From an optimization exercise on the open Yosys and OpenROAD flow, aimed at a short achievable clock period and few clock cycles; shortcuts taken in it are not production practice.
RTL that was checked went through simulation tests only; none was proved equivalent to the original.
Power and IR drop assume default switching activity.

==> 09-25: inputs <==
// projectCPU2022
module projectCPU2022(
  clk,
  rst,
  wrEn,
  data_fromRAM,
  addr_toRAM,
  data_toRAM
);
clock: 6.0 ns
lec_check: 0
abc_clock_period_in_ps: 3000
cap_margin: 20
core_margin: 2
core_utilization: 55
setup_slack_margin: 2.5
slew_margin: 20
tns_end_percent: 5
run.sh (not shown) runs the stock make flow with config.mk's settings and CLKGATE_MAP_FILE= SYNTH_SCRIPT=/design/flow/synth_recipe.tcl, a recipe that flattens the netlist after the stock synthesis.
==> inputs of 03-28, as changes to 09-25 <==
--- a/flow/design.v
+++ b/flow/design.v
@@ -7,20 +7,20 @@
   addr_toRAM,
   data_toRAM
 );
 input clk, rst;
 input wire [15:0] data_fromRAM;
 output wire [15:0] data_toRAM;
 output wire wrEn;
 output wire [12:0] addr_toRAM;
-localparam LB = 6;             
+localparam LB = 4;             
 localparam N  = 1 << LB;
 localparam TB = 13 - LB;       
-localparam K  = 32;            
+localparam K  = 8;            
 localparam OP_ADD = 3'd0, OP_NOR = 3'd1, OP_SRL = 3'd2, OP_RRL = 3'd3,
            OP_CMP = 3'd4, OP_BZ = 3'd5, OP_CP2W = 3'd6, OP_CPFW = 3'd7;
 reg [15:0] W;
 reg        dv;         
 reg [12:0] dpc;
 reg [15:0] dins;
 reg        dind;       
 reg        dopv;       
@@ -90,16 +90,35 @@
   end
 endfunction
 function [N-1:0] rotl;
   input [N-1:0] x;
   begin
     rotl = {x[N-2:0], x[N-1]};
   end
 endfunction
+function [12:0] padd13;
+  input [12:0] a;
+  input [12:0] b;
+  reg [12:0] g, p, g2, p2;
+  integer k, d;
+  begin
+    g = a & b;
+    p = a ^ b;
+    for (d = 1; d < 13; d = d * 2) begin
+      g2 = g; p2 = p;
+      for (k = d; k < 13; k = k + 1) begin
+        g2[k] = g[k] | (p[k] & g[k-d]);
+        p2[k] = p[k] & p[k-d];
+      end
+      g = g2; p = p2;
+    end
+    padd13 = (a ^ b) ^ {g[11:0], 1'b0};
+  end
+endfunction
 assign addr_toRAM = q_a;
 assign wrEn       = q_we;
 assign data_toRAM = q_d;
 wire [15:0] v = emem ? data_fromRAM : eval;
 wire        sleft = |v[15:4];
 wire [3:0]  sa    = v[3:0];
 wire [31:0] rr2   = {W, W} >> sa;
 wire [31:0] rl2   = {W, W} << sa;
@@ -132,32 +151,30 @@
                   ({16{e_rrl}}  & (sleft ? rl2[31:16] : rr2[15:0])) |
                   ({16{e_cmp}}  & cmpres) |
                   ({16{e_cp2w}} & v) |
                   ({16{!e_alu}} & W);
 wire taken = e_bzz || (e_bzm && (data_fromRAM == 16'h0000));
 wire [12:0] epc1 = epc + 13'd1;
 wire [2:0]  dop  = dins[15:13];
 wire [12:0] dA   = dins[12:0];
-wire [12:0] sh4_f  = e_st4 ? W[12:0] : sh4;
-wire        sh4v_f = sh4v | e_st4;
-wire [12:0] dea_f  = dind ? sh4_f : dA;
-wire        dea_ok = !dind || sh4v_f;
-wire fwdE  = e_st && (eea == dea_f);
-wire fwdL  = lsv && (lsa == dea_f);
-wire fwdS1 = s1v && (s1a == dea_f);
-wire fwdS0 = s0v && (s0a == dea_f);
+wire [12:0] dea_f  = dind ? sh4 : dA;
+wire        dea_ok = !dind || sh4v;
+wire fwdE  = e_st && (dind ? (eea == sh4) : (eea == dA));
+wire fwdL  = lsv  && (dind ? (lsa == sh4) : (lsa == dA));
+wire fwdS1 = s1v  && (dind ? (s1a == sh4) : (s1a == dA));
+wire fwdS0 = s0v  && (dind ? (s0a == sh4) : (s0a == dA));
 wire        dopv_e   = (!dind && dopv) || (dea_ok && (fwdE || fwdL || fwdS1 || fwdS0));
 wire [15:0] dopval_e = fwdE ? W : (fwdL ? lsd : (fwdS1 ? s1d : (fwdS0 ? s0d : dopval)));
-wire hazM = m_st && ((mea == dea_f) || (dind && m_st4));
+wire hazM = (m_st && (dind ? (m_st4 || mea == sh4) : (mea == dA))) || (dind && e_st4);
 wire d_want = dv && !hazM && (dop != OP_CPFW) && !dopv_e && dea_ok;
 wire d_read = d_want && !s1v;
 wire wr_now = s0v && (s1v || !d_want);
 wire rd4_busy = (!q_we && q_a == 13'd4) || (a_v && a_a == 13'd4);
-wire d_rd4  = dv && dind && !sh4v_f && !hazM && !wr_now && !rd4_busy;
+wire d_rd4  = dv && dind && !sh4v && !hazM && !wr_now && !rd4_busy;
 wire dgo    = dv && !hazM && ((dop == OP_CPFW) ? dea_ok : (dopv_e || d_read));
 wire wknown   = m_cp2w_c || (!m_wmod && (e_cp2w_c || !e_wmod));
 wire [12:0] tgt = e_bz ? W[12:0] :
                   (m_cp2w_c ? mval[12:0] : (e_cp2w_c ? eval[12:0] : W[12:0]));
 wire flush = e_st && ((mv && eea == mpc) || (dv && eea == dpc) || (eea == fpc) || (eea == tgt));
 wire squash = taken || flush;             
 wire dbz  = dv && (dop == OP_BZ) && dopv_e && wknown && !e_bz && !hazM;
 wire d_tk = dbz && (dopval_e == 16'h0000) && !flush;
@@ -190,32 +207,35 @@
   end
 end
 wire r1hit = r1v && (r1tag == fpc[12:LB]);
 wire r2hit = r2v && (r2tag == tgt[12:LB]);
 wire r3hit = r3v && (r3tag == fa1[12:LB]);
 wire [15:0] rdata = (e_st && eea == a_a) ? W : (a_fw ? a_fwd : data_fromRAM);
 wire        fill  = a_v && a_fetch;
 wire        fb    = fill && (a_a == fpc);
-wire [12:0] off = fa - fpc + 13'd1;
-wire go_issue = fa_miss && !wr_now && !d_read && !d_rd4 && (off <= K);
-wire can_adv  = (off < K) && (!fa_miss || go_issue);
+wire [12:0] fdist  = padd13(fa, ~fpc);                
+wire        fd_neg = (fdist[12:1] == 12'hFFF);        
+wire        in_win = fd_neg || (fdist <= K - 2);
+wire        in_win1 = fd_neg || (fdist <= K - 3);
+wire go_issue = fa_miss && !wr_now && !d_read && !d_rd4 && in_win;
+wire can_adv  = in_win1 && (!fa_miss || go_issue);
 reg [12:0] q_a_n;
 always @(*) begin
   if (wr_now)      q_a_n = s0a;
   else if (d_read) q_a_n = dea_f;
   else if (d_rd4)  q_a_n = 13'd4;
   else             q_a_n = fa;
 end
 wire        bfwE  = e_st && (eea == q_a);
 wire        bfw1  = s1v && (s1a == q_a);
 wire        bfw0  = s0v && (s0a == q_a);
-wire [12:0] fa_t = fa - tgt - 13'd1;
+wire [12:0] fa_t = padd13(fa, ~tgt);                 
 wire redirect = taken || d_tk;
-wire fa_keep = r2hit && (fa_t < K - 1);
+wire fa_keep = (fa_t < K - 1);
 wire dfree = !dv || dgo;
 wire fwant = dfree && !redirect && !flush;
 wire snap  = fwant && !fb && !r1hit && !(fa == fpc && fa_miss);
 always @(posedge clk) begin
   if (rst) begin
     W <= 16'd0;
     dv <= 1'b0;
     mv <= 1'b0; m_st <= 1'b0; m_st4 <= 1'b0; m_wmod <= 1'b0; m_cp2w_c <= 1'b0;
@@ -340,17 +360,17 @@
         fpc_oh <= rotl(fpc_oh);
       end
     end else begin
       dopv   <= !dind && dopv_e;
       dopval <= dopval_e;
     end
     if (redirect) begin
       if (!fa_keep) begin
-        fa <= tgt; fa1 <= tgt + 13'd1; fa_miss <= !r2hit;
+        fa <= tgt; fa1 <= tgt + 13'd1; fa_miss <= 1'b1;
         fa1_oh <= rotl(tgt_oh);
       end
     end else if (flush) begin
       fa <= epc1; fa1 <= epc1 + 13'd1; fa_miss <= 1'b1;
       fa1_oh <= rotl(dec(epc1[LB-1:0]));
     end else if (snap) begin
       fa <= fpc; fa1 <= fpc + 13'd1; fa_miss <= 1'b1;
       fa1_oh <= rotl(fpc_oh);
- CORE_UTILIZATION: 55 -> 35
- PLACE_DENSITY: unset -> 0.5
==> inputs of 09-19, as changes to 09-25 <==
--- a/flow/design.v
+++ b/flow/design.v
@@ -7,20 +7,20 @@
   addr_toRAM,
   data_toRAM
 );
 input clk, rst;
 input wire [15:0] data_fromRAM;
 output wire [15:0] data_toRAM;
 output wire wrEn;
 output wire [12:0] addr_toRAM;
-localparam LB = 6;             
+localparam LB = 5;             
 localparam N  = 1 << LB;
 localparam TB = 13 - LB;       
-localparam K  = 32;            
+localparam K  = 24;            
 localparam OP_ADD = 3'd0, OP_NOR = 3'd1, OP_SRL = 3'd2, OP_RRL = 3'd3,
            OP_CMP = 3'd4, OP_BZ = 3'd5, OP_CP2W = 3'd6, OP_CPFW = 3'd7;
 reg [15:0] W;
 reg        dv;         
 reg [12:0] dpc;
 reg [15:0] dins;
 reg        dind;       
 reg        dopv;       
@@ -90,16 +90,35 @@
   end
 endfunction
 function [N-1:0] rotl;
   input [N-1:0] x;
   begin
     rotl = {x[N-2:0], x[N-1]};
   end
 endfunction
+function [12:0] padd13;
+  input [12:0] a;
+  input [12:0] b;
+  reg [12:0] g, p, g2, p2;
+  integer k, d;
+  begin
+    g = a & b;
+    p = a ^ b;
+    for (d = 1; d < 13; d = d * 2) begin
+      g2 = g; p2 = p;
+      for (k = d; k < 13; k = k + 1) begin
+        g2[k] = g[k] | (p[k] & g[k-d]);
+        p2[k] = p[k] & p[k-d];
+      end
+      g = g2; p = p2;
+    end
+    padd13 = (a ^ b) ^ {g[11:0], 1'b0};
+  end
+endfunction
 assign addr_toRAM = q_a;
 assign wrEn       = q_we;
 assign data_toRAM = q_d;
 wire [15:0] v = emem ? data_fromRAM : eval;
 wire        sleft = |v[15:4];
 wire [3:0]  sa    = v[3:0];
 wire [31:0] rr2   = {W, W} >> sa;
 wire [31:0] rl2   = {W, W} << sa;
@@ -132,32 +151,30 @@
                   ({16{e_rrl}}  & (sleft ? rl2[31:16] : rr2[15:0])) |
                   ({16{e_cmp}}  & cmpres) |
                   ({16{e_cp2w}} & v) |
                   ({16{!e_alu}} & W);
 wire taken = e_bzz || (e_bzm && (data_fromRAM == 16'h0000));
 wire [12:0] epc1 = epc + 13'd1;
 wire [2:0]  dop  = dins[15:13];
 wire [12:0] dA   = dins[12:0];
-wire [12:0] sh4_f  = e_st4 ? W[12:0] : sh4;
-wire        sh4v_f = sh4v | e_st4;
-wire [12:0] dea_f  = dind ? sh4_f : dA;
-wire        dea_ok = !dind || sh4v_f;
-wire fwdE  = e_st && (eea == dea_f);
-wire fwdL  = lsv && (lsa == dea_f);
-wire fwdS1 = s1v && (s1a == dea_f);
-wire fwdS0 = s0v && (s0a == dea_f);
+wire [12:0] dea_f  = dind ? sh4 : dA;
+wire        dea_ok = !dind || sh4v;
+wire fwdE  = e_st && (dind ? (eea == sh4) : (eea == dA));
+wire fwdL  = lsv  && (dind ? (lsa == sh4) : (lsa == dA));
+wire fwdS1 = s1v  && (dind ? (s1a == sh4) : (s1a == dA));
+wire fwdS0 = s0v  && (dind ? (s0a == sh4) : (s0a == dA));
 wire        dopv_e   = (!dind && dopv) || (dea_ok && (fwdE || fwdL || fwdS1 || fwdS0));
 wire [15:0] dopval_e = fwdE ? W : (fwdL ? lsd : (fwdS1 ? s1d : (fwdS0 ? s0d : dopval)));
-wire hazM = m_st && ((mea == dea_f) || (dind && m_st4));
+wire hazM = (m_st && (dind ? (m_st4 || mea == sh4) : (mea == dA))) || (dind && e_st4);
 wire d_want = dv && !hazM && (dop != OP_CPFW) && !dopv_e && dea_ok;
 wire d_read = d_want && !s1v;
 wire wr_now = s0v && (s1v || !d_want);
 wire rd4_busy = (!q_we && q_a == 13'd4) || (a_v && a_a == 13'd4);
-wire d_rd4  = dv && dind && !sh4v_f && !hazM && !wr_now && !rd4_busy;
+wire d_rd4  = dv && dind && !sh4v && !hazM && !wr_now && !rd4_busy;
 wire dgo    = dv && !hazM && ((dop == OP_CPFW) ? dea_ok : (dopv_e || d_read));
 wire wknown   = m_cp2w_c || (!m_wmod && (e_cp2w_c || !e_wmod));
 wire [12:0] tgt = e_bz ? W[12:0] :
                   (m_cp2w_c ? mval[12:0] : (e_cp2w_c ? eval[12:0] : W[12:0]));
 wire flush = e_st && ((mv && eea == mpc) || (dv && eea == dpc) || (eea == fpc) || (eea == tgt));
 wire squash = taken || flush;             
 wire dbz  = dv && (dop == OP_BZ) && dopv_e && wknown && !e_bz && !hazM;
 wire d_tk = dbz && (dopval_e == 16'h0000) && !flush;
@@ -190,32 +207,35 @@
   end
 end
 wire r1hit = r1v && (r1tag == fpc[12:LB]);
 wire r2hit = r2v && (r2tag == tgt[12:LB]);
 wire r3hit = r3v && (r3tag == fa1[12:LB]);
 wire [15:0] rdata = (e_st && eea == a_a) ? W : (a_fw ? a_fwd : data_fromRAM);
 wire        fill  = a_v && a_fetch;
 wire        fb    = fill && (a_a == fpc);
-wire [12:0] off = fa - fpc + 13'd1;
-wire go_issue = fa_miss && !wr_now && !d_read && !d_rd4 && (off <= K);
-wire can_adv  = (off < K) && (!fa_miss || go_issue);
+wire [12:0] fdist  = padd13(fa, ~fpc);                
+wire        fd_neg = (fdist[12:1] == 12'hFFF);        
+wire        in_win = fd_neg || (fdist <= K - 2);
+wire        in_win1 = fd_neg || (fdist <= K - 3);
+wire go_issue = fa_miss && !wr_now && !d_read && !d_rd4 && in_win;
+wire can_adv  = in_win1 && (!fa_miss || go_issue);
 reg [12:0] q_a_n;
 always @(*) begin
   if (wr_now)      q_a_n = s0a;
   else if (d_read) q_a_n = dea_f;
   else if (d_rd4)  q_a_n = 13'd4;
   else             q_a_n = fa;
 end
 wire        bfwE  = e_st && (eea == q_a);
 wire        bfw1  = s1v && (s1a == q_a);
 wire        bfw0  = s0v && (s0a == q_a);
-wire [12:0] fa_t = fa - tgt - 13'd1;
+wire [12:0] fa_t = padd13(fa, ~tgt);                 
 wire redirect = taken || d_tk;
-wire fa_keep = r2hit && (fa_t < K - 1);
+wire fa_keep = (fa_t < K - 1);
 wire dfree = !dv || dgo;
 wire fwant = dfree && !redirect && !flush;
 wire snap  = fwant && !fb && !r1hit && !(fa == fpc && fa_miss);
 always @(posedge clk) begin
   if (rst) begin
     W <= 16'd0;
     dv <= 1'b0;
     mv <= 1'b0; m_st <= 1'b0; m_st4 <= 1'b0; m_wmod <= 1'b0; m_cp2w_c <= 1'b0;
@@ -340,17 +360,17 @@
         fpc_oh <= rotl(fpc_oh);
       end
     end else begin
       dopv   <= !dind && dopv_e;
       dopval <= dopval_e;
     end
     if (redirect) begin
       if (!fa_keep) begin
-        fa <= tgt; fa1 <= tgt + 13'd1; fa_miss <= !r2hit;
+        fa <= tgt; fa1 <= tgt + 13'd1; fa_miss <= 1'b1;
         fa1_oh <= rotl(tgt_oh);
       end
     end else if (flush) begin
       fa <= epc1; fa1 <= epc1 + 13'd1; fa_miss <= 1'b1;
       fa1_oh <= rotl(dec(epc1[LB-1:0]));
     end else if (snap) begin
       fa <= fpc; fa1 <= fpc + 13'd1; fa_miss <= 1'b1;
       fa1_oh <= rotl(fpc_oh);
- CORE_UTILIZATION: 55 -> 30
- PLACE_DENSITY: unset -> 0.4
==> comparison table <==
item	03-28	09-25	09-19
Mux contribution to synthesized area	0.0295	0.0131	0.0183
Critical path's slowest cell	sky130_fd_sc_hd__o41a_4	-	sky130_fd_sc_hd__nor2b_1
Count of inverters other than clock inverters in the layout	121	-	136
Vias per inst	6.91	-	7.14
Clock insertion delay at the later pin of the skew report	860 ps	-	1030 ps
Sequential cells	1176	-	1912
Number of placed cells counting well taps	9688	25453	17116
Fraction of area in multi-input gates	0.434	-	0.423
Average size of a mapped cell	9.90 um^2	9.69 um^2	9.67 um^2
TAP cells	2688	-	5220
CP Data Arrival Time	5350 ps	-	5770 ps
Count of H-tree levels built during CTS	4	5	4
Power share of the clock group	0.369	-	0.439
Final hold viol count	0	-	0
End of the worst hold path	eval[14]$_DFFE_PN_	-	eval_oh[6]$_DFFE_PN_
Count of fill cells added during filler insertion	19459	-	39225
Total inserted antenna cells	12	-	90
M1 wire length	161000 um	-	377000 um
Beginning of the critical path	dind$_DFFE_PP_	-	eea[3]$_DFFE_PN_
Vertical die dimension	459 um	617 um	632 um
Critical path capture point type	register	-	register
Status	complete, no violations	stopped before the end	complete, no violations
Stage where the flow stopped	-	global routing	-
Top contributor to total power	sequential cells	-	the clock network
Min-delay src	mval[14]$_DFFE_PN_	-	mval_oh[6]$_SDFFCE_PP0N_
Combined flip-flop and latch cell area	33900 um^2	-	55700 um^2
CTS resizes	239	482	288
Core outline area	205000 um^2	-	393000 um^2
Testbench counts of 03-28, summed over its fixed seeds: cycles 740,909.
Testbench counts of 09-19, summed over its fixed seeds: cycles 510,979.
Only the layout flow was run in 09-25; the RTL was not checked for function there.

-- afterwards: timing with drivers on the ports --
No port has a modelled driver above. Below, the same layouts with a new extraction and two added sets of constraints. Step 1 assumes that a clkbuf_16 drives the clock port and a buf_2 every other input. Step 2, shift: input delay + t, output delay - t, t = (earliest + latest rising clock arrival at the registers) / 2. This alone moves slack from input paths to output paths. a / b / c = no drivers / after step 1 / after step 2; a / b = the first two.
run | t (ns) | setup slack, ns | latest minus earliest clock arrival (ns) | slew at the worst register clock pin (ns) | cell pins on the clock port's net
03-28 | 0.924 | 1.214 / 1.214 / 0.762 | 0.062 / 0.063 | 0.07 / 0.07 | 1
09-19 | 1.120 | 0.902 / 0.902 / 0.638 | 0.071 / 0.071 | 0.08 / 0.08 | 1
After both steps every run listed still meets setup and hold. The setup slack of 03-28, which loses most, moves by 0.000 ns with the drivers and by -0.452 ns with both steps.
